From an optimization exercise on the open Yosys and OpenROAD flow, aimed at small area; shortcuts taken in it are not production practice. RTL that was checked went through simulation tests only; none was proved equivalent to the original. For run 1, only the layout was checked, not whether the RTL still works.

--- flow/constraint.sdc ---
create_clock -name core_clock -period 100.0 [get_ports {i_clk}]
set_input_delay 20.0000 -clock core_clock [delete_from_list [all_inputs] [get_ports {i_clk}]]
set_output_delay 20.0000 -clock core_clock [all_outputs]
set_load 0.01 [all_outputs]
--- flow/config.mk ---
export PLATFORM = sky130hd
export DESIGN_NAME = AudDSP
export DESIGN_NICKNAME = AudDSP
export VERILOG_FILES = /design/flow/design.v
export SDC_FILE = /design/flow/constraint.sdc
export NUM_CORES = 4
export LEC_CHECK = 0
export CAP_MARGIN = 20
export CORE_MARGIN = 2
export CORE_UTILIZATION = 40
export SLEW_MARGIN = 20
--- flow/flow/run.sh ---
#!/bin/bash
# Layout flow: the standard layout, on a netlist whose combinational logic
# is mapped by ABC for area. The flip-flops are those of the standard
# synthesis, with the same names and cell types; when a re-mapped netlist does
# not keep them, the standard synthesis netlist is used.
set -uo pipefail
W=$(pwd)
F=$W/flow
R=orfs/results/$FLOW_PLATFORM/AudDSP/base

# 1. the standard synthesis (reference for the flip-flops)
bash standard.sh synth > $W/log_synth_standard.txt 2>&1 || exit 1
cp $R/1_2_yosys.v $W/netlist_standard.v
cp orfs/reports/$FLOW_PLATFORM/AudDSP/base/synth_stat.txt $W/stat_standard.txt
best=$W/netlist_standard.v
best_area=$(sed -n 's/.*Chip area for module.*: *//p' $W/stat_standard.txt | head -1)
echo "standard: $best_area" > $W/log_choice.txt

# 2. the same synthesis script with an area-oriented ABC script in place of
#    the final ABC call; variant "noabc" also skips the quick ABC pass of
#    synth's fine step
sed 's|log_cmd abc {\*}\$abc_args|log_cmd abc -script $::env(MY_ABC_SCRIPT) {*}[lrange $abc_args 2 end]|' \
  $FLOW_HOME/scripts/synth.tcl > $W/synth_area.tcl
sed "s|source \$::env(SCRIPTS_DIR)/synth.tcl|source $W/synth_area.tcl|" $W/synth_recipe.tcl > $W/synth_recipe_area.tcl
for v in fast noabc; do
  extra=()
  [[ $v == noabc ]] && extra=(SYNTH_ARGS=-noabc)
  MY_ABC_SCRIPT=$F/area.script make -C $FLOW_HOME DESIGN_CONFIG=$W/config.mk WORK_HOME=$W/synth_$v \
    CLKGATE_MAP_FILE= SYNTH_SCRIPT=$W/synth_recipe_area.tcl "${extra[@]}" synth > $W/log_synth_$v.txt 2>&1 || continue
  cr=$W/synth_$v/results/$FLOW_PLATFORM/AudDSP/base
  area=$(sed -n 's/.*Chip area for module.*: *//p' $W/synth_$v/reports/$FLOW_PLATFORM/AudDSP/base/synth_stat.txt | head -1)
  if python3 $F/match.py $W/netlist_standard.v $cr/1_2_yosys.v $W/netlist_$v.v > $W/log_match_$v.txt 2>&1; then
    echo "$v: $area" >> $W/log_choice.txt
    if python3 -c "import sys; sys.exit(0 if float('$area') < float('$best_area') else 1)"; then
      best=$W/netlist_$v.v; best_area=$area
    fi
  else
    echo "$v: $area (flip-flops differ, not used)" >> $W/log_choice.txt
  fi
done
echo "chosen: $best ($best_area)" >> $W/log_choice.txt

# 3. the standard layout of the chosen netlist; ports buffered with buf_1
rm -rf orfs
bash standard.sh SYNTH_NETLIST_FILES=$best "BUFFER_PORTS_ARGS=-buffer_cell sky130_fd_sc_hd__buf_1" finish \
  > $W/log_layout.txt 2>&1
--- flow/standard.sh ---
#!/bin/bash
# synth_recipe.tcl (not shown) runs the flow's synth.tcl, then flattens the netlist and writes it again
# the make line also repeats each setting of config.mk as NAME=value (left out here)
make -C /OpenROAD-flow-scripts/flow DESIGN_CONFIG=/design/flow/config.mk WORK_HOME=/design/flow/orfs CLKGATE_MAP_FILE= SYNTH_SCRIPT=/design/flow/synth_recipe.tcl "${@:-finish}"
--- flow/flow/match.py ---
"""Give each flip-flop of a re-optimised netlist the instance name that the
standard synthesis gave the flip-flop driving the same Q net, and check that
both netlists hold the same flip-flops (same Q nets, same cell types).
usage: match.py STANDARD.v CUSTOM.v OUT.v ; exit status 1 when they differ."""
import re
import sys

FF = re.compile(r'^(\s*)(sky130_fd_sc_hd__(?:df|edf|sdf|dl)\w*)\s+(\\\S+\s|\S+)\s*\((.*?)\);', re.S | re.M)
QPIN = re.compile(r'\.Q\(\s*(\\\S+\s|[^\s()]+)\s*\)')


def ffs(text):
    out = {}
    for m in FF.finditer(text):
        cell, name, body = m.group(2), m.group(3).strip(), m.group(4)
        q = QPIN.search(body)
        if not q:
            sys.exit(f"no Q pin on {name}")
        net = q.group(1).strip()
        if net in out:
            sys.exit(f"two flip-flops drive {net}")
        out[net] = (name, cell, m)
    return out


std = open(sys.argv[1]).read()
cus = open(sys.argv[2]).read()
a, b = ffs(std), ffs(cus)
if set(a) != set(b):
    sys.exit(f"flip-flop Q nets differ: {sorted(set(a) ^ set(b))[:10]}")
for net in a:
    if a[net][1] != b[net][1]:
        sys.exit(f"cell type differs for {net}: {a[net][1]} vs {b[net][1]}")
names_std = {v[0] for v in a.values()}
if len(names_std) != len(a):
    sys.exit("duplicate flip-flop names in the standard netlist")
# every instance name in the custom netlist other than its flip-flops
others = set(re.findall(r'^\s*sky130_fd_sc_hd__\w+\s+(\\\S+\s|\S+)\s*\(', cus, re.M))
others = {o.strip() for o in others} - {v[0] for v in b.values()}
clash = names_std & others
for net in b:
    new, old = a[net][0], b[net][0]
    if new != old and not new.startswith('\\'):
        if re.search(r'(?<![\w$\\])' + re.escape(new) + r'(?![\w$])', cus):
            clash.add(new)
if clash:
    sys.exit(f"standard flip-flop names clash with other cells: {sorted(clash)[:5]}")
# rename, from the end so match offsets stay valid
edits = [(b[net][2], a[net][0]) for net in b]
edits.sort(key=lambda e: e[0].start(3), reverse=True)
out = cus
for m, new in edits:
    out = out[:m.start(3)] + new + ' ' + out[m.end(3):]
open(sys.argv[3], 'w').write(out)
renamed = sum(1 for net in b if b[net][0] != a[net][0])
print(f"{len(a)} flip-flops match; {renamed} renamed")
--- flow/design.v ---
module AudDSP (
    input i_rst_n,
    input i_clk,
    input i_start,
    input i_pause,
    input [2:0] i_speed,
    input i_is_slow,
    input i_slow_mode,
    input i_daclrck,
    input signed [15:0] i_sram_data,
    input [19:0] i_sram_stop_addr,
    output signed [15:0] o_dac_data,
    output o_en,
    output o_is_pause,
    output [19:0] o_sram_addr
);
    localparam S_IDLE  = 2'd0;
    localparam S_PAUSE = 2'd1;
    localparam S_PLAY  = 2'd2;
    localparam S_EMPTY = 2'd3;
    reg [1:0]  state_r;
    reg        is_play_r;      
    reg [19:0] addr_r;
    reg [15:0] o_data_r;
    reg [15:0] sram_data_r;
    reg [2:0]  speed_r;
    reg        is_slow_r;
    reg        slow_mode_r;
    reg [3:0]  slow_counter_r;
    reg [1:0]  get_data_counter_r;
    reg [15:0] sram_data_next_r;
    assign o_en = !i_daclrck;
    assign o_dac_data = o_data_r;
    assign o_sram_addr = addr_r;
    assign o_is_pause = !is_play_r;
    wire is_pause_r = !is_play_r;
    wire idle  = state_r == S_IDLE;
    wire pause = state_r == S_PAUSE;
    wire play  = state_r == S_PLAY;
    wire empty = state_r == S_EMPTY;
    wire play0 = play && get_data_counter_r == 2'd0;
    wire play2 = play && get_data_counter_r == 2'd2;
    wire play3 = play && get_data_counter_r == 2'd3;
    wire sc_zero = slow_counter_r == 4'd0;
    wire fetch   = !is_slow_r || sc_zero;
    reg [1:0] state_w;
    always @(*) begin
        case (state_r)
            S_IDLE:  state_w = i_start ? S_PAUSE : S_IDLE;
            S_PAUSE: state_w = is_pause_r ? S_PAUSE : S_PLAY;
            default: state_w = is_pause_r ? S_PAUSE : (i_daclrck ? S_PLAY : S_EMPTY);
        endcase
    end
    wire [3:0] addr_inc = !play0 ? 4'd0 : (is_slow_r ? {3'd0, sc_zero} : {1'b0, speed_r} + 4'd1);
    reg [19:0] temp_addr;
    reg        temp_c, gt_c;
    always @(*) begin
        temp_c = 1'b0;
        for (int j = 0; j < 20; j = j + 1) begin
            temp_addr[j] = addr_r[j] ^ (j < 4 ? addr_inc[j] : 1'b0) ^ temp_c;
            temp_c = (addr_r[j] & (j < 4 ? addr_inc[j] : 1'b0)) | (temp_c & (addr_r[j] ^ (j < 4 ? addr_inc[j] : 1'b0)));
        end
        gt_c = 1'b0;
        for (int j = 0; j < 20; j = j + 1)
            gt_c = (temp_addr[j] & !i_sram_stop_addr[j]) | (gt_c & !(i_sram_stop_addr[j] & !temp_addr[j]));
    end
    wire [19:0] addr_w = (temp_c || gt_c) ? 20'd0 : temp_addr;
    wire [15:0] interp;
    AudDSP_interp u_interp (
        .cur(sram_data_r), .nxt(sram_data_next_r),
        .k((is_slow_r && slow_mode_r) ? slow_counter_r : 4'd0),
        .sp(speed_r), .out(interp)
    );
    always @(posedge i_clk or negedge i_rst_n) begin
        if (!i_rst_n) begin
            state_r     <= S_IDLE;
            is_play_r   <= 1'b0;
            addr_r      <= 20'd0;
            o_data_r    <= 16'd0;
            sram_data_r <= 16'd0;
        end else begin
            state_r <= state_w;
            if (pause)                      is_play_r <= is_play_r || i_pause;
            else if (play || empty)         is_play_r <= is_play_r && !i_pause;
            addr_r <= addr_w;
            if (play3)                      o_data_r <= interp;
            if (play2 && fetch)             sram_data_r <= sram_data_next_r;
        end
    end
    always @(posedge i_clk) begin
        speed_r     <= i_speed;
        is_slow_r   <= i_is_slow;
        slow_mode_r <= i_slow_mode;
        if (pause || (play2 && fetch)) sram_data_next_r <= i_sram_data;
        if (!play) get_data_counter_r <= 2'd0;
        else if (get_data_counter_r != 2'd3) get_data_counter_r <= get_data_counter_r + 2'd1;
        if (pause || idle) slow_counter_r <= 4'd0;
        else if (play && is_slow_r && i_daclrck)
            slow_counter_r <= (slow_counter_r == {1'b0, speed_r}) ? 4'd0 : slow_counter_r + 4'd1;
    end
endmodule
module AudDSP_interp (
    input  [15:0] cur,
    input  [15:0] nxt,
    input  [3:0]  k,
    input  [2:0]  sp,
    output [15:0] out
);
    function automatic [1:0] fa(input a, input b, input c);
        fa = {(a & b) | (c & (a ^ b)), a ^ b ^ c};
    endfunction
    reg [16:0] diff;
    always @(*) begin
        reg c;
        reg [1:0] r;
        c = 1'b1;
        for (int i = 0; i < 16; i = i + 1) begin
            r = fa(nxt[i], !cur[i], c);
            diff[i] = r[0];
            c = r[1];
        end
        diff[16] = nxt[15] ^ !cur[15] ^ c;
    end
    wire neg = diff[16];
    reg [20:0] prod;
    always @(*) begin
        reg [20:0] acc;
        reg [20:0] row;
        reg c;
        reg [1:0] r;
        acc = 21'd0;
        acc[15:0] = diff[15:0] & {16{k[0]}};
        acc[16] = diff[16] & k[0];
        acc[17] = !(diff[16] & k[0]);
        for (int j = 1; j < 4; j = j + 1) begin
            row = 21'd0;
            for (int i = 0; i < 16; i = i + 1) row[i + j] = diff[i] & k[j];
            row[16 + j] = !(diff[16] & k[j]);
            c = 1'b0;
            for (int i = j; i < 17 + j; i = i + 1) begin
                r = fa(acc[i], row[i], c);
                acc[i] = r[0];
                c = r[1];
            end
            acc[17 + j] = c;
        end
        acc[20] = !acc[20];
        prod = acc;
    end
    reg [15:0] quo;
    reg [2:0] rem;
    always @(*) begin
        reg [3:0] t;
        reg [2:0] s;
        reg [1:0] r0, r1, r2;
        reg q;
        rem = prod[20] ? sp : 3'd0;
        quo = 16'd0;
        for (int i = 19; i >= 0; i = i - 1) begin
            t = {rem, prod[i]};
            r0 = fa(t[0], !sp[0], 1'b0);
            r1 = fa(t[1], !sp[1], r0[1]);
            r2 = fa(t[2], !sp[2], r1[1]);
            s = {r2[0], r1[0], r0[0]};
            q = t[3] | r2[1];
            rem = q ? s : t[2:0];
            if (i < 16) quo[i] = q;
        end
    end
    reg [15:0] o;
    always @(*) begin
        reg c;
        reg [1:0] r;
        c = neg & (rem != 3'd0);
        for (int i = 0; i < 16; i = i + 1) begin
            r = fa(cur[i], quo[i], c);
            o[i] = r[0];
            c = r[1];
        end
    end
    assign out = o;
endmodule
--- flow/flow/area.script ---
strash
dc2
dc2
dch -f
amap
topo
dnsize
==> results of run 1 <==
## routing by layer
layer | track usage, % | up-vias | part of all wire, %
li1 | - | 2397 | -
met1 | 22.6 | 2545 | 43
met2 | 31.5 | 109 | 51
met3 | 3.59 | 23 | 4.3
met4 | 5.15 | 0 | 1.8
met5 | 0 | - | 0
## per-stage QoR
step / instances
2_1_floorplan: 648
3_3_place_gp: 965
3_5_place_dp: 965
4_1_cts: 981
5_1_grt: 981
6_report: 981
## state kept, by name (all words and copies together), names as in the netlist, named ones only
register and cells:
is_slow_r 1, speed_r 3, sram_data_next_r 16, get_data_counter_r 2, slow_counter_r 4, o_data_r 16, addr_r 20, sram_data_r 16
slow_mode_r 1, state_r 2
## layout make-up
class | count | area (um2)
clock buffer | 9 | 225
sequential | 82 | 2080
clock inverter | 7 | 56.3
timing repair buffer | 92 | 380
inverter | 104 | 390
fill | 1626 | 9270
multi-input combinational | 462 | 4620
tap | 225 | 282
## how the worst min path moves through the flow
| stage | startpoint | cells after the start | slack, ns | end |
|---|---|---|---|---|
| after floorplan | get_data_counter_r[0] | 1 | 0.46 | get_data_counter_r[0] |
| after global placement | get_data_counter_r[0] | 1 | 0.47 | get_data_counter_r[0] |
| after detailed placement | o_data_r[3] | 1 | 0.50 | o_data_r[3] |
| after CTS | o_data_r[7] | 1 | 0.51 | o_data_r[7] |
| after global routing | o_data_r[14] | 1 | 0.53 | o_data_r[14] |
| final | o_data_r[7] | 1 | 0.51 | o_data_r[7] |
## layout by cell type, fill, tap and decap left out, types with 3 or more instances in the layout
cell type  instances
nor3_1             5
edfxtp_1          16
dfrtp_1           55
fa_1             121
inv_6              3
a22o_1            18
ha_1              48
o21a_1             4
o221ai_1          20
a21oi_1           23
a221oi_1           3
nand3_1            6
nor2_1           129
clkinv_1         104
clkbuf_16          9
o22a_1            17
a21boi_0           3
buf_4              9
o22ai_1           23
nand2_1           17
o21ai_0            5
a211oi_1           3
buf_1             82
dfxtp_1            9
==> implementation parameters, run 1 <==
Parameter                              Value

Setup path
  Stages on the worst setup path ... 144
  Cell mode on critical path ... fa_1
  Crit path arrival time ... 42.53 ns
  Slowest-stage cell, CP ... fa_1
  Required @ worst endpoint ... 100.23 ns
  Register-to-register setup slack ... 57.70 ns
  Max incr delay on CP ... 0.63 ns
  Nature of the critical path endpoint ... flop
  Worst R2R Start ... sram_data_next_r[0]
  Peak fanout along the critical path ... 6
  Critical Path Sink ... o_data_r[15]
  Setup crit start kind ... flop
  Number of cells on the worst reg-to-reg path ... 144
  Largest delay contributor family on the critical path ... adder cells
  First element of the critical path ... sram_data_next_r[0]
  Worst setup path category ... reg2reg
  FF-to-FF End ... o_data_r[15]
  Bufs and invs on worst path ... 18

Placement
  Placed Area ... 7750 um2
  Pre-CTS worst setup slack ... 57.90 ns
  Port-buffer cells ... 83
  Routability Congestion ... 0.809
  HPWL Detailed ... 12.1 mm

Final layout
  Nets@finish ... 966
  Final cell utilization of the core ... 46.4%
  Share of final-layout standard cells stronger than drive strength 1 ... 3.97%
  Antenna cell count ... 0
  Area of all placed cells without fillers ... 8030 um2
  Area added between synthesis and finish ... 13.4%

STA
  Shortest clock period the worst path allows after layout ... 42.30 ns
  Final hold violation count ... 0
  Relative slew slack ... 47.9%
  Fmax ... 23.6 MHz
  Setup-failing EPs final ... 0
  Unrepaired setup endpoints after global routing ... no
  Hold WS ... 0.508 ns
  Slew Viols, Final ... 0
  Setup TNS ... 0 ns
  Final worst path period share ... 42.3%
  Transition at the pin with the smallest max-transition slack ... 0.782 ns
  Worst setup slack after layout ... 57.70 ns
  Clock Skews ... 0.0133 ns

Clocking
  Maximum buffer depth of the clock tree ... 2
  Number of clock sinks seen by CTS ... 82
  Cts bufs inserted ... 9
  H-Tree Level Count ... 3
  Clock-pin slew on the worst setup and hold paths ... 0.07 ns
  Post-CTS Hold Buffers ... 0
  Clock network latency to the later pin of the worst-skew pair ... 0.35 ns
  Resize count post-CTS ... 0
  Post-CTS setup-driven buffer insertion count ... 0
  Clock tree from TritonCTS ... built
  CTS root buffer ... clkbuf_16

Route
  Count of routing violations after the opening detailed-route iteration ... 222
  Vias per std cell ... 5.17
  Total vias in the final route ... 5074
  Detailed-route DRC error count ... 0
  WL/cell ... 15.5 um
  Routed Wire Length ... 15.2 mm
  Antenna violation net count after detailed routing ... 0
  First-pass iteration count of the detailed router ... 5

Global route
  Total global routing overflow ... 0
  Number of antenna violations at the first check in global routing ... 0
  Number of global-route vias before repair ... 5620
  Wire length of the first global-routing pass ... 26.4 mm
  Pin count of the biggest net entering global routing ... 56
  Overall Global Routing Usage ... 18.0%

Floorplanning
  Initial core utilization ... 40.9%
  Die Span X ... 137 um
  Site Rows ... 48
  Core area ... 17300 um2
  Top-level port count ... 84
  Vert. Die Dim ... 137 um
  Die area ... 18800 um2

Run
  Maxcap violations ... 0

Worst hold path
  Kind of path behind the tightest hold check ... reg2reg

Synth
  Post-Synthesis Cells ... 648
  Synthesized net count ... 863
  Yosys synthesis warning count ... 0
  Average cell area after synthesis ... 10.9 um2
  Post-synthesis cell area ... 7080 um2

Outcome
  Outcome ... timing/DRC/antenna clean
==> run 2: changes to the inputs <==
--- a/flow/design.v
+++ b/flow/design.v
@@ -54,15 +54,19 @@
     wire [3:0] addr_inc = !play0 ? 4'd0 : (is_slow_r ? {3'd0, sc_zero} : {1'b0, speed_r} + 4'd1);
-    reg [19:0] temp_addr;
-    reg        temp_c, gt_c;
-    always @(*) begin
-        temp_c = 1'b0;
-        for (int j = 0; j < 20; j = j + 1) begin
-            temp_addr[j] = addr_r[j] ^ (j < 4 ? addr_inc[j] : 1'b0) ^ temp_c;
-            temp_c = (addr_r[j] & (j < 4 ? addr_inc[j] : 1'b0)) | (temp_c & (addr_r[j] ^ (j < 4 ? addr_inc[j] : 1'b0)));
+    wire [19:0] temp_addr;
+    wire [20:0] temp_c;      
+    wire [20:0] gt_c;        
+    assign temp_c[0] = 1'b0;
+    assign gt_c[0] = 1'b0;
+    genvar j;
+    generate
+        for (j = 0; j < 20; j = j + 1) begin : g_addr
+            wire inc_j = (j < 4) ? addr_inc[j < 4 ? j : 0] : 1'b0;
+            assign temp_addr[j] = addr_r[j] ^ inc_j ^ temp_c[j];
+            assign temp_c[j+1] = (addr_r[j] & inc_j) | (temp_c[j] & (addr_r[j] ^ inc_j));
+            assign gt_c[j+1] = (temp_addr[j] & !i_sram_stop_addr[j]) | (gt_c[j] & !(i_sram_stop_addr[j] & !temp_addr[j]));
         end
-        gt_c = 1'b0;
-        for (int j = 0; j < 20; j = j + 1)
-            gt_c = (temp_addr[j] & !i_sram_stop_addr[j]) | (gt_c & !(i_sram_stop_addr[j] & !temp_addr[j]));
-    end
-    wire [19:0] addr_w = (temp_c || gt_c) ? 20'd0 : temp_addr;
+    endgenerate
+    wire temp_cout = temp_c[20];
+    wire temp_gt = gt_c[20];
+    wire [19:0] addr_w = (temp_cout || temp_gt) ? 20'd0 : temp_addr;
     wire [15:0] interp;
@@ -108,75 +112,29 @@
 );
-    function automatic [1:0] fa(input a, input b, input c);
-        fa = {(a & b) | (c & (a ^ b)), a ^ b ^ c};
-    endfunction
-    reg [16:0] diff;
-    always @(*) begin
-        reg c;
-        reg [1:0] r;
-        c = 1'b1;
-        for (int i = 0; i < 16; i = i + 1) begin
-            r = fa(nxt[i], !cur[i], c);
-            diff[i] = r[0];
-            c = r[1];
+    wire [16:0] diff = {nxt[15], nxt} - {cur[15], cur};
+    wire neg = diff[16];
+    wire [3:0] sk = {4{diff[16]}} & k;
+    wire [20:0] row0 = {3'd0, !sk[0], sk[0], diff[15:0] & {16{k[0]}}};
+    wire [20:0] row1 = {3'd0, !sk[1], diff[15:0] & {16{k[1]}}, 1'd0};
+    wire [20:0] row2 = {2'd0, !sk[2], diff[15:0] & {16{k[2]}}, 2'd0};
+    wire [20:0] row3 = {1'd0, !sk[3], diff[15:0] & {16{k[3]}}, 3'd0};
+    wire [20:0] sum1 = row0 + row1;
+    wire [20:0] sum2 = sum1 + row2;
+    wire [20:0] sum3 = sum2 + row3;
+    wire [20:0] prod = {!sum3[20], sum3[19:0]};
+    wire [2:0] rem [0:20];
+    wire [15:0] quo;
+    assign rem[20] = prod[20] ? sp : 3'd0;
+    genvar i;
+    generate
+        for (i = 19; i >= 0; i = i - 1) begin : g_div
+            wire [3:0] t = {rem[i+1], prod[i]};
+            wire [4:0] s = {1'b0, t} + {2'b01, ~sp};
+            assign rem[i] = s[4] ? s[2:0] : t[2:0];
+            if (i < 16) begin : g_q
+                assign quo[i] = s[4];
+            end
         end
-        diff[16] = nxt[15] ^ !cur[15] ^ c;
-    end
-    wire neg = diff[16];
-    reg [20:0] prod;
-    always @(*) begin
-        reg [20:0] acc;
-        reg [20:0] row;
-        reg c;
-        reg [1:0] r;
-        acc = 21'd0;
-        acc[15:0] = diff[15:0] & {16{k[0]}};
-        acc[16] = diff[16] & k[0];
-        acc[17] = !(diff[16] & k[0]);
-        for (int j = 1; j < 4; j = j + 1) begin
-            row = 21'd0;
-            for (int i = 0; i < 16; i = i + 1) row[i + j] = diff[i] & k[j];
-            row[16 + j] = !(diff[16] & k[j]);
-            c = 1'b0;
-            for (int i = j; i < 17 + j; i = i + 1) begin
-                r = fa(acc[i], row[i], c);
-                acc[i] = r[0];
-                c = r[1];
-            end
-            acc[17 + j] = c;
-        end
-        acc[20] = !acc[20];
-        prod = acc;
-    end
-    reg [15:0] quo;
-    reg [2:0] rem;
-    always @(*) begin
-        reg [3:0] t;
-        reg [2:0] s;
-        reg [1:0] r0, r1, r2;
-        reg q;
-        rem = prod[20] ? sp : 3'd0;
-        quo = 16'd0;
-        for (int i = 19; i >= 0; i = i - 1) begin
-            t = {rem, prod[i]};
-            r0 = fa(t[0], !sp[0], 1'b0);
-            r1 = fa(t[1], !sp[1], r0[1]);
-            r2 = fa(t[2], !sp[2], r1[1]);
-            s = {r2[0], r1[0], r0[0]};
-            q = t[3] | r2[1];
-            rem = q ? s : t[2:0];
-            if (i < 16) quo[i] = q;
-        end
-    end
-    reg [15:0] o;
-    always @(*) begin
-        reg c;
-        reg [1:0] r;
-        c = neg & (rem != 3'd0);
-        for (int i = 0; i < 16; i = i + 1) begin
-            r = fa(cur[i], quo[i], c);
-            o[i] = r[0];
-            c = r[1];
-        end
-    end
-    assign out = o;
+    endgenerate
+    wire round = neg & (rem[0] != 3'd0);
+    assign out = cur + quo + {15'd0, round};
 endmodule
--- a/flow/flow/run.sh
+++ b/flow/flow/run.sh
@@ -19,4 +19,4 @@
 # 2. the same synthesis script with an area-oriented ABC script in place of
-#    the final ABC call; variant "noabc" also skips the quick ABC pass of
-#    synth's fine step
+#    the final ABC call and ripple-carry adders in place of Kogge-Stone ones;
+#    variants "noabc*" also skip the quick ABC pass of synth's fine step
 sed 's|log_cmd abc {\*}\$abc_args|log_cmd abc -script $::env(MY_ABC_SCRIPT) {*}[lrange $abc_args 2 end]|' \
@@ -24,6 +24,8 @@
 sed "s|source \$::env(SCRIPTS_DIR)/synth.tcl|source $W/synth_area.tcl|" $W/synth_recipe.tcl > $W/synth_recipe_area.tcl
-for v in fast noabc; do
-  extra=()
-  [[ $v == noabc ]] && extra=(SYNTH_ARGS=-noabc)
-  MY_ABC_SCRIPT=$F/area.script make -C $FLOW_HOME DESIGN_CONFIG=$W/config.mk WORK_HOME=$W/synth_$v \
+for v in fast noabc noabc2; do
+  extra=("SYNTH_OPERATIONS_ARGS=-extra-map $F/ripple_lcu.v")
+  [[ $v == noabc* ]] && extra+=(SYNTH_ARGS=-noabc)
+  script=$F/area.script
+  [[ $v == noabc2 ]] && script=$F/area2.script
+  MY_ABC_SCRIPT=$script make -C $FLOW_HOME DESIGN_CONFIG=$W/config.mk WORK_HOME=$W/synth_$v \
     CLKGATE_MAP_FILE= SYNTH_SCRIPT=$W/synth_recipe_area.tcl "${extra[@]}" synth > $W/log_synth_$v.txt 2>&1 || continue
==> flow/flow/area2.script (new file) <==
strash
dch
amap
topo
dnsize
==> flow/flow/ripple_lcu.v (new file) <==
(* techmap_celltype = "$lcu" *)
module _80_lcu_ripple (P, G, CI, CO);
	parameter WIDTH = 2;

	(* force_downto *)
	input [WIDTH-1:0] P, G;
	input CI;

	(* force_downto *)
	output [WIDTH-1:0] CO;

	genvar i;
	generate
		for (i = 0; i < WIDTH; i = i + 1) begin : g
			if (i == 0) begin : g0
				assign CO[0] = G[0] | (P[0] & CI);
			end else begin : gi
				assign CO[i] = G[i] | (P[i] & CO[i-1]);
			end
		end
	endgenerate
endmodule
--- a/flow/config.mk
+++ b/flow/config.mk
@@ -7,5 +7,6 @@
 export LEC_CHECK = 0
-export CAP_MARGIN = 20
+export CAP_MARGIN = 10
 export CORE_MARGIN = 2
 export CORE_UTILIZATION = 40
-export SLEW_MARGIN = 20
+export CTS_BUF_LIST = sky130_fd_sc_hd__clkbuf_8
+export SLEW_MARGIN = 10
==> run 2 against run 1 <==
  * Hold slack worse by 0.00083 ns
  * Synthesized cell count is 0.93% lower
  * Critical path depth is 2 higher
  * Sequential cell count stayed put
  * Non-clock buffer count is 2 lower
  * First-iteration DRC count is 18% lower
  * Fmax is 0.42% higher
  * Die area hardly changed
  * Register-to-register slack better by 0.18 ns
  * Global-route usage is 0.29 points higher
  * Final area is 1.4% lower
  * Critical path type unchanged
  * Critical endpoint unchanged
  * Largest cell class unchanged
==> implementation parameters, run 2 <==
Parameter                              Value

Synth
  Yosys synthesis warning count ... 0 (unchanged)
  Post-Synthesis Cells ... 642 (-0.93%)
  Synthesized net count ... 859 (-0.46%)
  Average cell area after synthesis ... 11.0 um2 (+0.95%)
  Post-synthesis cell area ... 7080 um2 (about the same)

Clocking
  H-Tree Level Count ... 3 (unchanged)
  Maximum buffer depth of the clock tree ... 2 (unchanged)
  Post-CTS setup-driven buffer insertion count ... 0 (unchanged)
  CTS root buffer ... clkbuf_8
  Clock network latency to the later pin of the worst-skew pair ... 0.39 ns (+0.04 ns)
  Clock tree from TritonCTS ... built
  Resize count post-CTS ... 0 (unchanged)
  Number of clock sinks seen by CTS ... 82 (unchanged)
  Clock-pin slew on the worst setup and hold paths ... 0.11 ns (+0.04 ns)
  Post-CTS Hold Buffers ... 0 (unchanged)
  Cts bufs inserted ... 9 (unchanged)

Route
  Count of routing violations after the opening detailed-route iteration ... 183 (-18%)
  Vias per std cell ... 5.17 (about the same)
  Antenna violation net count after detailed routing ... 0 (unchanged)
  Routed Wire Length ... 15.3 mm (+1.1%)
  Detailed-route DRC error count ... 0 (unchanged)
  Total vias in the final route ... 5028 (-0.91%)
  WL/cell ... 15.8 um (+1.9%)
  First-pass iteration count of the detailed router ... 4 (-1)

STA
  Clock Skews ... 0.0201 ns (+0.00672 ns)
  Transition at the pin with the smallest max-transition slack ... 0.974 ns (+0.192 ns)
  Relative slew slack ... 35.1% (-13 points)
  Final worst path period share ... 42.1% (-0.18 points)
  Setup TNS ... 0 ns (unchanged)
  Fmax ... 23.7 MHz (+0.42%)
  Unrepaired setup endpoints after global routing ... no
  Shortest clock period the worst path allows after layout ... 42.12 ns (-0.177 ns)
  Final hold violation count ... 0 (unchanged)
  Slew Viols, Final ... 0 (unchanged)
  Setup-failing EPs final ... 0 (unchanged)

Placement
  Inst Count DP ... 957 (-0.83%)
  Placed Area ... 7730 um2 (-0.21%)
  Port-buffer cells ... 83 (unchanged)
  Routability Congestion ... 0.848 (+4.8%)
  HPWL Detailed ... 12.0 mm (-1.0%)

Setup path
  Peak fanout along the critical path ... 6 (unchanged)
  Required @ worst endpoint ... 100.26 ns (+0.03 ns)
  Slowest-stage cell, CP ... fa_1
  Register-to-register setup slack ... 57.88 ns (+0.18 ns)
  Crit path arrival time ... 42.39 ns (-0.14 ns)
  Max incr delay on CP ... 0.60 ns (-0.03 ns)
  Worst setup path category ... reg2reg
  Setup crit start kind ... flop
  Cell mode on critical path ... fa_1
  Nature of the critical path endpoint ... flop

Final layout
  Antenna cell count ... 0 (unchanged)
  Final cell utilization of the core ... 45.8% (-0.65 points)
  Nets@finish ... 960 (-0.62%)
  Top library cells by usage in the layout, fill and taps aside ... nor2_1, fa_1, clkinv_1
  Max reg flops ... 20 (unchanged)
  Share of final-layout standard cells stronger than drive strength 1 ... 3.61% (-0.36 points)
  Area added between synthesis and finish ... 11.8%
  Most common library cell in the layout ignoring fill and taps ... nor2_1
  Area of all placed cells without fillers ... 7920 um2 (-1.4%)
  Register name with the most flops ... addr_r
  Filler cells ... 1655 (+1.8%)
  Filler-free cell count of the finished design ... 973 (-0.82%)

Floorplanning
  Site Rows ... 48 (unchanged)
  Initial core utilization ... 40.9% (about the same)
  Die area ... 18800 um2 (about the same)
  Top-level port count ... 84 (unchanged)
  Core area ... 17300 um2 (unchanged)
  Die Span X ... 137 um (about the same)
  Vert. Die Dim ... 137 um (about the same)

Global route
  Pin count of the biggest net entering global routing ... 56 (unchanged)
  Overall Global Routing Usage ... 18.3% (+0.29 points)
  Number of global-route vias before repair ... 5599 (-0.37%)
  Wire length of the first global-routing pass ... 26.9 mm (+1.7%)
  Total global routing overflow ... 0 (unchanged)
  Number of antenna violations at the first check in global routing ... 0 (unchanged)

Worst hold path
  Kind of path behind the tightest hold check ... reg2reg

Outcome
  Outcome ... timing/DRC/antenna clean

Run
  Maxcap violations ... 0 (unchanged)
==> run 2: worst paths after layout <==
| check | from | to | cells past startpoint |
|---|---|---|---|
| setup / recovery | sram_data_r[0] | o_data_r[15] | 146 |
| hold / removal | get_data_counter_r[0] | get_data_counter_r[0] | 1 |
| setup reg to reg | sram_data_r[0] | o_data_r[15] | 146 |
| hold reg to reg | get_data_counter_r[0] | get_data_counter_r[0] | 1 |
| max in group asynchronous | i_rst_n | addr_r[3] | 2 |
| min in group asynchronous | i_rst_n | o_data_r[4] | 2 |
==> run 2: routing by layer <==
| layer | global-route usage [%] | wire length, um |
|---|---|---|
| met5 | 0 | 0 |
| met2 | 31.3 | 7650 |
| met3 | 4.26 | 683 |
| met1 | 23.5 | 6780 |
| met4 | 4.41 | 228 |
==> run 2: final cells by class <==
class / instances / area (um2) / share of cell area, %
tap: 225 / 282 / 3.56
timing repair buffer: 90 / 365 / 4.61
clock buffer: 9 / 124 / 1.56
inverter: 104 / 390 / 4.93
multi-input combinational: 456 / 4620 / 58.3
clock inverter: 7 / 61.3 / 0.774
sequential: 82 / 2080 / 26.3
==> run 2: stage by stage <==
| step | hold slack, ns | setup slack, ns |
|---|---|---|
| floorplan | 0.459 | 59.91 |
| global placement | 0.469 | 59.22 |
| detailed placement | 0.496 | 58.02 |
| CTS | 0.513 | 57.75 |
| global route | 0.542 | 55.07 |
| finish | 0.507 | 57.88 |
==> run 2: worst max-delay path: cells and delay by family, from the launching register on <==
kind                       cells  cell delay, ns
AOI/OAI and AO/OA             42            8.16
buffers and inverters         20            3.32
adders and majority gates     79           29.35
DFF                            1            0.44
and+or+nand+nor                5            0.67
==> run 3: changes to the inputs <==
--- a/flow/config.mk
+++ b/flow/config.mk
@@ -7,6 +7,5 @@
 export LEC_CHECK = 0
-export CAP_MARGIN = 10
+export CAP_MARGIN = 20
 export CORE_MARGIN = 2
 export CORE_UTILIZATION = 40
-export CTS_BUF_LIST = sky130_fd_sc_hd__clkbuf_8
-export SLEW_MARGIN = 10
+export SLEW_MARGIN = 20
==> run 3 against run 2 <==
  * Sequential share of layout area shrank 0.33 points
  * Worst setup slack improved by 0.0030 ns
  * Utilization is 0.59 points higher
  * Final area increased by 1.3%
  * Via count up 0.12%
  * Critical path depth unchanged
  * Synthesized cell count stayed put
  * Non-clock buffer count unchanged
  * Hold slack about the same
  * Synthesized area unchanged
  * Wire length increased by 0.16%
  * Largest cell class unchanged
==> implementation parameters, run 3 <==
Parameter                              Value

STA
  Transition at the pin with the smallest max-transition slack ... 0.978 ns (+0.00441 ns)
  Setup-failing EPs final ... 0 (unchanged)
  Clock Skews ... 0.0145 ns (-0.00561 ns)
  Final worst path period share ... 42.1% (about the same)
  Relative slew slack ... 34.8% (-0.29 points)
  Final hold violation count ... 0 (unchanged)
  Setup TNS ... 0 ns (unchanged)
  Slew Viols, Final ... 0 (unchanged)
  Fmax ... 23.7 MHz (about the same)
  Shortest clock period the worst path allows after layout ... 42.12 ns (-0.00300 ns)
  Unrepaired setup endpoints after global routing ... no

Clocking
  Post-CTS Hold Buffers ... 0 (unchanged)
  Clock network latency to the later pin of the worst-skew pair ... 0.36 ns (-0.03 ns)
  Clock tree from TritonCTS ... built
  Resize count post-CTS ... 0 (unchanged)
  Number of clock sinks seen by CTS ... 82 (unchanged)
  Post-CTS setup-driven buffer insertion count ... 0 (unchanged)
  CTS root buffer ... clkbuf_16
  Clock-pin slew on the worst setup and hold paths ... 0.08 ns (-0.03 ns)
  Maximum buffer depth of the clock tree ... 2 (unchanged)
  H-Tree Level Count ... 3 (unchanged)
  Cts bufs inserted ... 9 (unchanged)

Final layout
  Area added between synthesis and finish ... 13.3%
  Final cell utilization of the core ... 46.4% (+0.59 points)
  Register name with the most flops ... addr_r
  Top library cells by usage in the layout, fill and taps aside ... nor2_1, fa_1, clkinv_1
  Share of final-layout standard cells stronger than drive strength 1 ... 3.61% (unchanged)
  Filler cells ... 1645 (-0.60%)
  Max reg flops ... 20 (unchanged)
  Antenna cell count ... 0 (unchanged)
  Nets@finish ... 960 (unchanged)
  Most common library cell in the layout ignoring fill and taps ... nor2_1

Synth
  Average cell area after synthesis ... 11.0 um2 (unchanged)
  Post-Synthesis Cells ... 642 (unchanged)
  Synthesized net count ... 859 (unchanged)
  Post-synthesis cell area ... 7080 um2 (unchanged)
  Yosys synthesis warning count ... 0 (unchanged)

Setup path
  Crit path arrival time ... 42.35 ns (-0.04 ns)
  Required @ worst endpoint ... 100.23 ns (-0.03 ns)
  First element of the critical path ... sram_data_r[0]
  Peak fanout along the critical path ... 6 (unchanged)
  Slowest-stage cell, CP ... fa_1
  Max incr delay on CP ... 0.60 ns (about the same)
  Worst R2R Start ... sram_data_r[0]
  Cell mode on critical path ... fa_1
  Nature of the critical path endpoint ... flop
  Setup crit start kind ... flop
  Worst setup path category ... reg2reg

Floorplanning
  Vert. Die Dim ... 137 um (unchanged)
  Initial core utilization ... 40.9% (unchanged)
  Die area ... 18800 um2 (unchanged)
  Core area ... 17300 um2 (unchanged)
  Site Rows ... 48 (unchanged)
  Top-level port count ... 84 (unchanged)
  Die Span X ... 137 um (unchanged)

Route
  Antenna violation net count after detailed routing ... 0 (unchanged)
  Total vias in the final route ... 5034 (+0.12%)
  Count of routing violations after the opening detailed-route iteration ... 183 (unchanged)
  Wire length on met3 ... 675 um (-1.2%)
  Detailed-route DRC error count ... 0 (unchanged)
  Wire length on met2 ... 7.62 mm (-0.31%)
  Highest signal layer in the routed design ... met4
  Post-Route M1 WL ... 6.80 mm (+0.27%)
  First-pass iteration count of the detailed router ... 4 (unchanged)
  WL/cell ... 15.8 um (+0.16%)
  Routed Wire Length ... 15.4 mm (+0.16%)
  Vias per std cell ... 5.17 (+0.12%)

Global route
  Number of antenna violations at the first check in global routing ... 0 (unchanged)
  Total global routing overflow ... 0 (unchanged)
  Number of global-route vias before repair ... 5596 (-0.054%)
  Pin count of the biggest net entering global routing ... 56 (unchanged)
  Overall Global Routing Usage ... 18.3% (about the same)
  Wire length of the first global-routing pass ... 26.8 mm (-0.16%)

Run
  Maxcap violations ... 0 (unchanged)

Placement
  Port-buffer cells ... 83 (unchanged)
  Routability Congestion ... 0.848 (unchanged)
  HPWL Detailed ... 12.0 mm (unchanged)

Worst hold path
  Kind of path behind the tightest hold check ... reg2reg
  Origin of the worst min-delay path ... o_data_r[2]

Outcome
  Outcome ... timing/DRC/antenna clean
-- run 3: changes by cell type in the layout (fill, tap and decap cells not counted) --
cell       delta
clkbuf_16     +9
clkbuf_8      -9
-- run 3: cell type report --
| cell class | count | area, um2 | share of cell area, % |
|---|---|---|---|
| sequential | 82 | 2080 | 25.9 |
| clock inverter | 7 | 61.3 | 0.765 |
| clock buffer | 9 | 225 | 2.81 |
| tap | 225 | 282 | 3.51 |
| timing repair buffer | 90 | 365 | 4.56 |
| multi-input combinational | 456 | 4620 | 57.6 |
| inverter | 104 | 390 | 4.87 |
-- run 3: critical path: cells and delay by family (launching register included) --
| kind | cells | cell delay (ns) |
|---|---|---|
| AOI/OAI and AO/OA | 42 | 8.20 |
| and+or+nand+nor | 5 | 0.67 |
| adders and majority gates | 79 | 29.32 |
| buffers and inverters | 20 | 3.34 |
| DFF | 1 | 0.43 |
-- run 3: worst paths after layout --
check,slack (ns),depth (start not counted),endpoint
worst max register to register,57.88,146,o_data_r[15]
worst max-delay path,57.88,146,o_data_r[15]
worst min-delay path,0.51,1,o_data_r[2]
worst min register to register,0.51,1,o_data_r[2]
max in group asynchronous,79.71,2,addr_r[3]
min in group asynchronous,19.79,2,o_data_r[4]
-- run 3: per-stage QoR --
step	hold WS [ns]	instances	setup slack (ns)	instance area, um2
finish	0.507	973	57.88	8020
floorplan	0.459	642	59.91	7080
global placement	0.469	957	59.22	7730
global route	0.532	973	55.10	8020
CTS	0.508	973	57.79	8020
detailed placement	0.496	957	58.02	7730
-- run 3: metal layers --
layer	GRT usage (%)	up-vias
met2	31.1	100
met4	4.81	0
met1	23.4	2533
met5	0	-
li1	-	2385
met3	4.41	16
==> run 4: changes to the inputs <==
--- a/flow/design.v
+++ b/flow/design.v
@@ -87,3 +87,3 @@
             if (pause)                      is_play_r <= is_play_r || i_pause;
-            else if (play || empty)         is_play_r <= is_play_r && !i_pause;
+            else                            is_play_r <= is_play_r && !i_pause;
             addr_r <= addr_w;
@@ -100,3 +100,3 @@
         else if (get_data_counter_r != 2'd3) get_data_counter_r <= get_data_counter_r + 2'd1;
-        if (pause || idle) slow_counter_r <= 4'd0;
+        if (pause) slow_counter_r <= 4'd0;
         else if (play && is_slow_r && i_daclrck)
--- a/flow/config.mk
+++ b/flow/config.mk
@@ -7,5 +7,6 @@
 export LEC_CHECK = 0
-export CAP_MARGIN = 20
+export CAP_MARGIN = 10
 export CORE_MARGIN = 2
 export CORE_UTILIZATION = 40
-export SLEW_MARGIN = 20
+export CTS_BUF_LIST = sky130_fd_sc_hd__clkbuf_8
+export SLEW_MARGIN = 10
==> run 4 against run 3 <==
  * Register-to-register slack worse by 0.59 ns
  * Global-route usage barely moved
  * Final area fell by 1.0%
  * Critical endpoint unchanged
  * Highest routed layer unchanged
==> implementation parameters, run 4 <==
Parameter                              Value

STA
  Setup-failing EPs final ... 0 (unchanged)
  Shortest clock period the worst path allows after layout ... 42.71 ns (+0.592 ns)
  Final worst path period share ... 42.7% (+0.59 points)
  Clock Skews ... 0.0140 ns (-0.000488 ns)
  Final hold violation count ... 0 (unchanged)
  Fmax ... 23.4 MHz (-1.4%)
  Slew Viols, Final ... 0 (unchanged)
  Relative slew slack ... 36.4% (+1.6 points)
  Setup TNS ... 0 ns (unchanged)
  Transition at the pin with the smallest max-transition slack ... 0.955 ns (-0.0236 ns)
  Hold WS ... 0.492 ns (-0.0146 ns)
  Unrepaired setup endpoints after global routing ... no

Final layout
  Filler cells ... 1659 (+0.85%)
  Nets@finish ... 962 (+0.21%)
  Area of combinational cells with multiple inputs ... 4610 um2 (-0.16%)
  Share of final-layout standard cells stronger than drive strength 1 ... 3.33% (-0.28 points)
  Sequential cell area in the final layout ... 2080 um2 (unchanged)
  Most common library cell in the layout ignoring fill and taps ... nor2_1
  Register name with the most flops ... addr_r
  Max reg flops ... 20 (unchanged)
  Top library cells by usage in the layout, fill and taps aside ... nor2_1, fa_1, clkinv_1
  Area added between synthesis and finish ... 12.2%
  Final cell utilization of the core ... 45.9% (-0.46 points)
  Antenna cell count ... 0 (unchanged)

Route
  Count of routing violations after the opening detailed-route iteration ... 220 (+20%)
  Routed Wire Length ... 15.2 mm (-1.3%)
  First-pass iteration count of the detailed router ... 4 (unchanged)
  Vias per std cell ... 5.28 (+2.0%)
  Detailed-route DRC error count ... 0 (unchanged)
  Total vias in the final route ... 5144 (+2.2%)
  WL/cell ... 15.5 um (-1.5%)
  Antenna violation net count after detailed routing ... 0 (unchanged)

Clocking
  Post-CTS Hold Buffers ... 0 (unchanged)
  Post-CTS setup-driven buffer insertion count ... 0 (unchanged)
  Maximum buffer depth of the clock tree ... 2 (unchanged)
  Cts bufs inserted ... 9 (unchanged)
  Clock tree from TritonCTS ... built
  CTS root buffer ... clkbuf_8
  H-Tree Level Count ... 3 (unchanged)
  Resize count post-CTS ... 0 (unchanged)
  Clock network latency to the later pin of the worst-skew pair ... 0.38 ns (+0.02 ns)
  Number of clock sinks seen by CTS ... 82 (unchanged)
  Clock-pin slew on the worst setup and hold paths ... 0.09 ns (about the same)

Floorplanning
  Site Rows ... 48 (unchanged)
  Vert. Die Dim ... 137 um (about the same)
  Top-level port count ... 84 (unchanged)
  Initial core utilization ... 40.9% (about the same)
  Die area ... 18800 um2 (about the same)
  Die Span X ... 137 um (about the same)
  Core area ... 17300 um2 (unchanged)

Run
  Maxcap violations ... 0 (unchanged)

Placement
  Routability Congestion ... 0.863 (+1.8%)
  HPWL Detailed ... 12.1 mm (+0.94%)
  Port-buffer cells ... 83 (unchanged)

Synth
  Post-synthesis cell area ... 7080 um2 (about the same)
  Post-Synthesis Cells ... 645 (+0.47%)
  Yosys synthesis warning count ... 0 (unchanged)
  Synthesized net count ... 862 (+0.35%)
  Average cell area after synthesis ... 11.0 um2 (-0.52%)

Global route
  Number of global-route vias before repair ... 5626 (+0.54%)
  Total global routing overflow ... 0 (unchanged)
  Pin count of the biggest net entering global routing ... 56 (unchanged)
  Wire length of the first global-routing pass ... 26.8 mm (-0.33%)
  Number of antenna violations at the first check in global routing ... 0 (unchanged)
  Overall Global Routing Usage ... 18.3% (about the same)

Setup path
  Crit path arrival time ... 42.98 ns (+0.63 ns)
  Nature of the critical path endpoint ... flop
  Required @ worst endpoint ... 100.27 ns (+0.04 ns)
  Cell mode on critical path ... fa_1
  Worst setup path category ... reg2reg
  Bufs and invs on worst path ... 21 (+5.0%)
  Peak fanout along the critical path ... 6 (unchanged)
  Setup crit start kind ... flop
  Max incr delay on CP ... 0.60 ns (about the same)
  Largest delay contributor family on the critical path ... adder cells
  Slowest-stage cell, CP ... fa_1

Outcome
  Outcome ... timing/DRC/antenna clean

Worst hold path
  Kind of path behind the tightest hold check ... reg2reg
-- run 4: cell types whose count changed in the layout (fill, tap and decap cells not counted), moves of 2 or more --
cell,previous run,this run
a221oi_1,5,3
nand2_1,12,15
a22o_1,19,17
clkinv_1,104,106
inv_8,2,0
bufinv_16,0,2
inv_6,2,0
a21oi_1,22,24
clkbuf_8,0,9
clkbuf_16,9,0
o22ai_1,25,28
a211oi_1,5,3
-- run 4: area by class of cell --
type,count,share of cell area [%]
clock buffer,9,1.56
clock inverter,7,1.18
inverter,105,4.96
multi-input combinational,458,58.0
sequential,82,26.2
tap,225,3.55
timing repair buffer,89,4.51
-- run 4: path summary, 6_finish.rpt --
kind                                       start                     to  slack (ns)  depth (start not counted)
hold / removal             get_data_counter_r[0]  get_data_counter_r[0]        0.49                          1
min in group asynchronous                i_rst_n            o_data_r[5]       19.76                          2
setup / recovery                  sram_data_r[0]           o_data_r[15]       57.29                        147
setup reg to reg                  sram_data_r[0]           o_data_r[15]       57.29                        147
max in group asynchronous                i_rst_n              async pin       79.72                          2
hold reg to reg            get_data_counter_r[0]  get_data_counter_r[0]        0.49                          1
-- run 4: worst reg2reg max path, delay by kind of cell, from the launching register on --
kind                       cells  cell delay, ns
adders and majority gates     79           29.49
AOI/OAI and AO/OA             43            8.55
buffers and inverters         21            3.65
and+or+nand+nor                4            0.54
DFF                            1            0.44
-- run 4: layer usage --
| metal | vias to the layer above | part of all wire [%] | GRT usage, % |
|---|---|---|---|
| li1 | 2375 | - | - |
| met1 | 2611 | 43 | 23.0 |
| met2 | 124 | 49 | 30.7 |
| met3 | 34 | 5.2 | 3.89 |
| met4 | 0 | 3.1 | 7.56 |
| met5 | - | 0 | 0 |
-- run 4: through the flow --
stage | worst slack (ns) | instance area, um2 | instances
4_1_cts | 57.31 | 7940 | 975
3_5_place_dp | 57.44 | 7720 | 959
2_1_floorplan | 59.91 | 7080 | 645
6_report | 57.29 | 7940 | 975
3_3_place_gp | 58.75 | 7720 | 959
5_1_grt | 54.73 | 7940 | 975
==> run 5: changes to the inputs <==
--- a/flow/design.v
+++ b/flow/design.v
@@ -125,2 +125,3 @@
     wire [15:0] quo;
+    wire [2:0] nsp = ~sp;
     assign rem[20] = prod[20] ? sp : 3'd0;
@@ -130,6 +131,9 @@
             wire [3:0] t = {rem[i+1], prod[i]};
-            wire [4:0] s = {1'b0, t} + {2'b01, ~sp};
-            assign rem[i] = s[4] ? s[2:0] : t[2:0];
+            wire c0 = t[0] & nsp[0];
+            wire c1 = (t[1] & nsp[1]) | (c0 & (t[1] | nsp[1]));
+            wire c2 = (t[2] & nsp[2]) | (c1 & (t[2] | nsp[2]));
+            wire q = t[3] | c2;
+            assign rem[i] = {t[2] ^ (q & (nsp[2] ^ c1)), t[1] ^ (q & (nsp[1] ^ c0)), t[0] ^ (q & nsp[0])};
             if (i < 16) begin : g_q
-                assign quo[i] = s[4];
+                assign quo[i] = q;
             end
--- a/flow/flow/run.sh
+++ b/flow/flow/run.sh
@@ -44,5 +44,7 @@
 
-# 3. the standard layout of the chosen netlist; ports buffered with buf_1
+# 3. the standard layout of the chosen netlist; ports buffered with buf_1,
+#    and no dummy loads on the clock tree
 rm -rf orfs
-bash standard.sh SYNTH_NETLIST_FILES=$best "BUFFER_PORTS_ARGS=-buffer_cell sky130_fd_sc_hd__buf_1" finish \
+bash standard.sh SYNTH_NETLIST_FILES=$best "BUFFER_PORTS_ARGS=-buffer_cell sky130_fd_sc_hd__buf_1" \
+  "CTS_ARGS=-sink_clustering_enable -repair_clock_nets -buf_list sky130_fd_sc_hd__clkbuf_8 -dont_use_dummy_load -sink_clustering_size 30 -sink_clustering_max_diameter 150" finish \
   > $W/log_layout.txt 2>&1
==> run 5 against run 4 <==
  * Worst setup slack better by 2.0 ns
  * Highest routed layer is now met5
  * Still clean
  * Hold slack better by 0.0089 ns
  * Die area down 0.14%
==> implementation parameters, run 5 <==
Parameter                              Value

Route
  Total vias in the final route ... 5725 (+11%)
  WL/cell ... 13.3 um (-15%)
  Antenna violation net count after detailed routing ... 0 (unchanged)
  Count of routing violations after the opening detailed-route iteration ... 233 (+5.9%)
  First-pass iteration count of the detailed router ... 5 (+1)
  Routed Wire Length ... 15.4 mm (+1.3%)
  Vias per std cell ... 4.95 (-6.1%)
  Detailed-route DRC error count ... 0 (unchanged)

Clocking
  Post-CTS Hold Buffers ... 0 (unchanged)
  Clock tree from TritonCTS ... built
  CTS root buffer ... clkbuf_8
  Cts bufs inserted ... 9 (unchanged)
  Clock-pin slew on the worst setup and hold paths ... 0.11 ns (+0.02 ns)
  Maximum buffer depth of the clock tree ... 2 (unchanged)
  Post-CTS setup-driven buffer insertion count ... 0 (unchanged)
  H-Tree Level Count ... 3 (unchanged)
  Number of clock sinks seen by CTS ... 82 (unchanged)
  Clock network latency to the later pin of the worst-skew pair ... 0.39 ns (about the same)
  Resize count post-CTS ... 0 (unchanged)

Setup path
  Required @ worst endpoint ... 100.25 ns (-0.02 ns)
  Worst setup path category ... reg2reg
  Peak fanout along the critical path ... 4 (-2)
  Setup crit start kind ... flop
  Cell mode on critical path ... nor2_1
  Nature of the critical path endpoint ... flop
  Crit path arrival time ... 40.94 ns (-2.04 ns)
  Worst R2R Start ... sram_data_next_r[0]
  Number of cells on the worst reg-to-reg path ... 176 (+20%)
  Register-to-register setup slack ... 59.32 ns (+2.03 ns)
  Slowest-stage cell, CP ... fa_1
  Max incr delay on CP ... 0.61 ns (about the same)
  FF-to-FF End ... o_data_r[15]

Floorplanning
  Site Rows ... 48 (unchanged)
  Top-level port count ... 84 (unchanged)
  Initial core utilization ... 40.9% (-0.058 points)
  Die Span X ... 137 um (about the same)
  Core area ... 17300 um2 (unchanged)
  Vert. Die Dim ... 137 um (about the same)
  Die area ... 18700 um2 (-0.14%)

STA
  Worst setup slack after layout ... 59.32 ns (+2.03 ns)
  Setup-failing EPs final ... 0 (unchanged)
  Final worst path period share ... 40.7% (-2.0 points)
  Slew Viols, Final ... 0 (unchanged)
  Final hold violation count ... 0 (unchanged)
  Setup TNS ... 0 ns (unchanged)
  Transition at the pin with the smallest max-transition slack ... 0.907 ns (-0.0480 ns)
  Relative slew slack ... 39.2% (+2.8 points)
  Clock Skews ... 0.0434 ns (+0.0295 ns)
  Fmax ... 24.6 MHz (+5.0%)
  Shortest clock period the worst path allows after layout ... 40.68 ns (-2.03 ns)
  Unrepaired setup endpoints after global routing ... no

Synth
  Post-synthesis cell area ... 7070 um2 (-0.14%)
  Yosys synthesis warning count ... 0 (unchanged)
  Synthesized net count ... 986 (+14%)
  Post-Synthesis Cells ... 829 (+29%)
  Average cell area after synthesis ... 8.52 um2 (-22%)

Final layout
  Most common library cell in the layout ignoring fill and taps ... nor2_1
  Area of all placed cells without fillers ... 7870 um2 (-0.91%)
  Share of final-layout standard cells stronger than drive strength 1 ... 2.36% (-0.97 points)
  Sequential cell area in the final layout ... 2080 um2 (-0.12%)
  Top library cells by usage in the layout, fill and taps aside ... nor2_1, clkinv_1, buf_1
  Area of combinational cells with multiple inputs ... 4640 um2 (+0.76%)
  Filler cells ... 1754 (+5.7%)
  Area added between synthesis and finish ... 11.3%
  Nets@finish ... 1090 (+13%)
  Max reg flops ... 20 (unchanged)
  Register name with the most flops ... addr_r
  Antenna cell count ... 0 (unchanged)

Worst hold path
  Kind of path behind the tightest hold check ... reg2reg
  Hold path endpoint ... slow_counter_r[3]
  Count of cells along the worst hold path ... 2 (+1)
  Origin of the worst min-delay path ... slow_counter_r[3]

Placement
  HPWL Detailed ... 11.8 mm (-2.3%)
  Port-buffer cells ... 83 (unchanged)
  Pre-CTS worst setup slack ... 59.43 ns (+1.99 ns)
  Placed Area ... 7740 um2 (+0.28%)
  Routability Congestion ... 0.789 (-8.6%)

Global route
  Global-route met1 utilization ... 25.3% (+2.3 points)
  GR peak layer ... met2
  Overall Global Routing Usage ... 17.7% (-0.61 points)
  Number of global-route vias before repair ... 5335 (-5.2%)
  Number of antenna violations at the first check in global routing ... 1 (+1)
  Global routing met3 resource utilization ... 4.93% (+1.0 points)
  Wire length of the first global-routing pass ... 26.0 mm (-2.8%)
  Met2 Track Usage GR ... 27.2% (-3.6 points)
  Total global routing overflow ... 0 (unchanged)
  Pin count of the biggest net entering global routing ... 59 (+5.4%)

Outcome
  Outcome ... timing/DRC/antenna clean

Run
  Maxcap violations ... 0 (unchanged)
==> run 5: metrics by stage <==
step           instances  util [%]  hold WS (ns)
2_1_floorplan        829         -         0.459
3_3_place_gp        1147      44.8         0.490
6_report            1156      45.5         0.501
3_5_place_dp        1147      44.8         0.492
4_1_cts             1156      45.5         0.502
5_1_grt             1156      45.5         0.527
==> run 5: layout make-up <==
cell class | instances | share of cell area [%]
Timing Repair Buffer | 93 | 4.93
Inverter | 94 | 4.49
Clock buffer | 9 | 1.57
Multi-Input combinational cell | 653 | 59.0
Sequential cell | 82 | 26.4
Tap cell | 225 | 3.58
==> run 5: worst max path at each step <==
stage,cells past startpoint,end,from
floorplan,1,o_en,i_daclrck
global placement,175,o_data_r[15],sram_data_r[0]
detailed placement,175,o_data_r[15],sram_data_r[0]
CTS,177,o_data_r[15],sram_data_next_r[0]
global route,179,o_data_r[15],sram_data_next_r[0]
finish,176,o_data_r[15],sram_data_next_r[0]
==> run 5: metal layers <==
layer | routed length [um] | part of all wire [%] | up-vias
met3 | 762 | 5.0 | 13
li1 | - | - | 3002
met2 | 6710 | 44 | 98
met1 | 7700 | 50 | 2610
met4 | 163 | 1.1 | 2
met5 | 13 | 0.085 | -
==> run 5: critical path, delay by kind of cell (launching register included) <==
kind | cells | cell delay [ns]
AOI/OAI and AO/OA | 62 | 14.94
adders and majority gates | 38 | 16.96
buffers and inverters | 25 | 3.10
DFF | 1 | 0.37
and+or+nand+nor | 51 | 5.10
==> run 6: changes to the inputs <==
--- a/flow/flow/run.sh
+++ b/flow/flow/run.sh
@@ -48,3 +48,3 @@
 bash standard.sh SYNTH_NETLIST_FILES=$best "BUFFER_PORTS_ARGS=-buffer_cell sky130_fd_sc_hd__buf_1" \
-  "CTS_ARGS=-sink_clustering_enable -repair_clock_nets -buf_list sky130_fd_sc_hd__clkbuf_8 -dont_use_dummy_load -sink_clustering_size 30 -sink_clustering_max_diameter 150" finish \
+  "CTS_ARGS=-sink_clustering_enable -repair_clock_nets -buf_list sky130_fd_sc_hd__clkbuf_8 -dont_use_dummy_load" finish \
   > $W/log_layout.txt 2>&1
--- a/flow/config.mk
+++ b/flow/config.mk
@@ -9,3 +9,3 @@
 export CORE_MARGIN = 2
-export CORE_UTILIZATION = 40
+export CORE_UTILIZATION = 70
 export CTS_BUF_LIST = sky130_fd_sc_hd__clkbuf_8
==> run 6 against run 5 <==
  * Clock skew decreased by 0.020 ns
  * Die area decreased by 42%
  * Wire length increased by 4.4%
  * Utilization increased by 34 points
  * Global-route usage increased by 14 points
  * First-iteration DRC count increased by 88%
  * Clock-buffer cell count unchanged
  * Sequential share of layout area increased by 0.41 points
  * Sequential cell count unchanged
  * Final area decreased by 1.5%
  * Critical path type unchanged
  * Largest cell class unchanged
==> implementation parameters, run 6 <==
Parameter                              Value

Clocking
  Clock-pin slew on the worst setup and hold paths ... 0.08 ns (-0.03 ns)
  Clock network latency to the later pin of the worst-skew pair ... 0.36 ns (-0.03 ns)
  Post-CTS Hold Buffers ... 0 (unchanged)
  H-Tree Level Count ... 3 (unchanged)
  Post-CTS setup-driven buffer insertion count ... 0 (unchanged)
  Resize count post-CTS ... 0 (unchanged)
  CTS root buffer ... clkbuf_8
  Clock tree from TritonCTS ... built
  Maximum buffer depth of the clock tree ... 2 (unchanged)
  Number of clock sinks seen by CTS ... 82 (unchanged)
  Cts bufs inserted ... 9 (unchanged)

Setup path
  Setup crit start kind ... flop
  Number of cells on the worst reg-to-reg path ... 179 (+1.7%)
  Nature of the critical path endpoint ... flop
  FF-to-FF End ... o_data_r[15]
  First element of the critical path ... sram_data_next_r[0]
  Slowest-stage cell, CP ... fa_1
  Worst setup path category ... reg2reg
  Cell mode on critical path ... nor2_1
  Worst R2R Start ... sram_data_next_r[0]
  Stages on the worst setup path ... 179 (+1.7%)
  Peak fanout along the critical path ... 4 (unchanged)
  Required @ worst endpoint ... 100.24 ns (about the same)
  Max incr delay on CP ... 0.59 ns (-0.02 ns)
  Bufs and invs on worst path ... 25 (unchanged)

Floorplanning
  Top-level port count ... 84 (unchanged)
  Die Span X ... 104 um (-24%)
  Vert. Die Dim ... 104 um (-24%)

Global route
  Total global routing overflow ... 0 (unchanged)
  Number of global-route vias before repair ... 6318 (+18%)
  Overall Global Routing Usage ... 31.3% (+14 points)
  Pin count of the biggest net entering global routing ... 59 (unchanged)
  Number of antenna violations at the first check in global routing ... 0 (-1)

Worst hold path
  Kind of path behind the tightest hold check ... reg2reg

Final layout
  Area added between synthesis and finish ... 9.63%
  Most common library cell in the layout ignoring fill and taps ... nor2_1
  Filler cells ... 689 (-61%)
  Nets@finish ... 1090 (unchanged)
  Register name with the most flops ... addr_r
  Top library cells by usage in the layout, fill and taps aside ... nor2_1, clkinv_1, buf_1
  Antenna cell count ... 0 (unchanged)
  Share of final-layout standard cells stronger than drive strength 1 ... 2.26% (-0.11 points)

STA
  Relative slew slack ... 48.9% (+9.7 points)
  Transition at the pin with the smallest max-transition slack ... 0.764 ns (-0.142 ns)
  Fmax ... 24.2 MHz (-1.7%)
  Setup-failing EPs final ... 0 (unchanged)
  Unrepaired setup endpoints after global routing ... no
  Clock Skews ... 0.0232 ns (-0.0202 ns)
  Slew Viols, Final ... 0 (unchanged)
  Shortest clock period the worst path allows after layout ... 41.37 ns (+0.684 ns)
  Final hold violation count ... 0 (unchanged)

Route
  Vias per std cell ... 5.93 (+20%)
  Total vias in the final route ... 6305 (+10%)
  Detailed-route DRC error count ... 0 (unchanged)
  Antenna violation net count after detailed routing ... 0 (unchanged)

Outcome
  Outcome ... timing/DRC/antenna clean

Placement
  Routability Congestion ... 0.846 (+7.1%)
  Port-buffer cells ... 83 (unchanged)
  HPWL Detailed ... 12.1 mm (+2.6%)

Synth
  Post-Synthesis Cells ... 829 (unchanged)
  Yosys synthesis warning count ... 0 (unchanged)
  Synthesized net count ... 986 (unchanged)
[run 6: metrics by stage]
step / instances / cell area [um2] / setup WS, ns / util, %
floorplan: 829 / 7070 / 59.91 / -
global placement: 1055 / 7620 / 59.68 / 78.0
detailed placement: 1055 / 7620 / 59.38 / 78.0
CTS: 1064 / 7750 / 59.12 / 79.3
global route: 1064 / 7750 / 54.64 / 79.3
finish: 1064 / 7750 / 58.63 / 79.3
[run 6: how the worst min path moves through the flow]
stage	startpoint	to	slack [ns]	cells after the start
floorplan	get_data_counter_r[0]	get_data_counter_r[0]	0.46	1
global placement	get_data_counter_r[0]	get_data_counter_r[0]	0.47	1
detailed placement	o_data_r[12]	o_data_r[12]	0.50	1
CTS	o_data_r[11]	o_data_r[11]	0.51	1
global route	o_data_r[12]	o_data_r[12]	0.52	1
finish	o_data_r[12]	o_data_r[12]	0.50	1
[run 6: area by class of cell]
| class | instances | area (um2) | area share, % |
|---|---|---|---|
| repair buffers | 93 | 388 | 5.01 |
| multi-input cells | 653 | 4640 | 59.9 |
| clock buffers | 9 | 124 | 1.60 |
| well taps | 133 | 166 | 2.15 |
| flip-flops and latches | 82 | 2080 | 26.8 |
| inverters | 94 | 353 | 4.55 |
[run 6: metal layers]
metal | GRT usage, % | part of all wire, % | up-vias
met4 | 13.0 | 2.8 | 0
met5 | 0 | 0 | -
met3 | 5.83 | 7.4 | 49
met1 | 39.3 | 41 | 2955
li1 | - | - | 3002
met2 | 53.5 | 49 | 299
[run 6: worst register-to-register path, delay by kind of cell, from the launching register on]
kind | cells | cell delay [ns]
DFF | 1 | 0.39
and+or+nand+nor | 53 | 5.51
AOI/OAI and AO/OA | 63 | 15.28
buffers and inverters | 25 | 3.18
adders and majority gates | 38 | 16.82

re-timing with driven ports:
In the flow no input, the clock included, has a driving cell. The finished layouts below were timed again as built, in two steps. Step 1, drivers: a clkbuf_16 drives i_clk and a buf_2 each remaining input, both assumed. Step 2 times the ports against the registers' clock, not the clock port: input delays grow and output delays shrink by t, the midpoint of the rising clock arrivals with the driver on. Three values: no drivers, after step 1, after step 2; two values: the first two.
run | shift t [ns] | setup slack, ns | worst slew at a driven data input, ns
run 1 | 0.380 | 57.700 / 57.700 / 57.700 | 0.04
run 2 | 0.407 | 57.877 / 57.877 / 57.877 | 0.05
run 3 | 0.384 | 57.880 / 57.880 / 57.880 | 0.05
run 4 | 0.402 | 57.288 / 57.288 / 57.288 | 0.05
run 5 | 0.403 | 59.316 / 59.316 / 59.316 | 0.08
run 6 | 0.383 | 58.632 / 58.632 / 58.632 | 0.04
After both steps setup and hold are still met in every run listed.
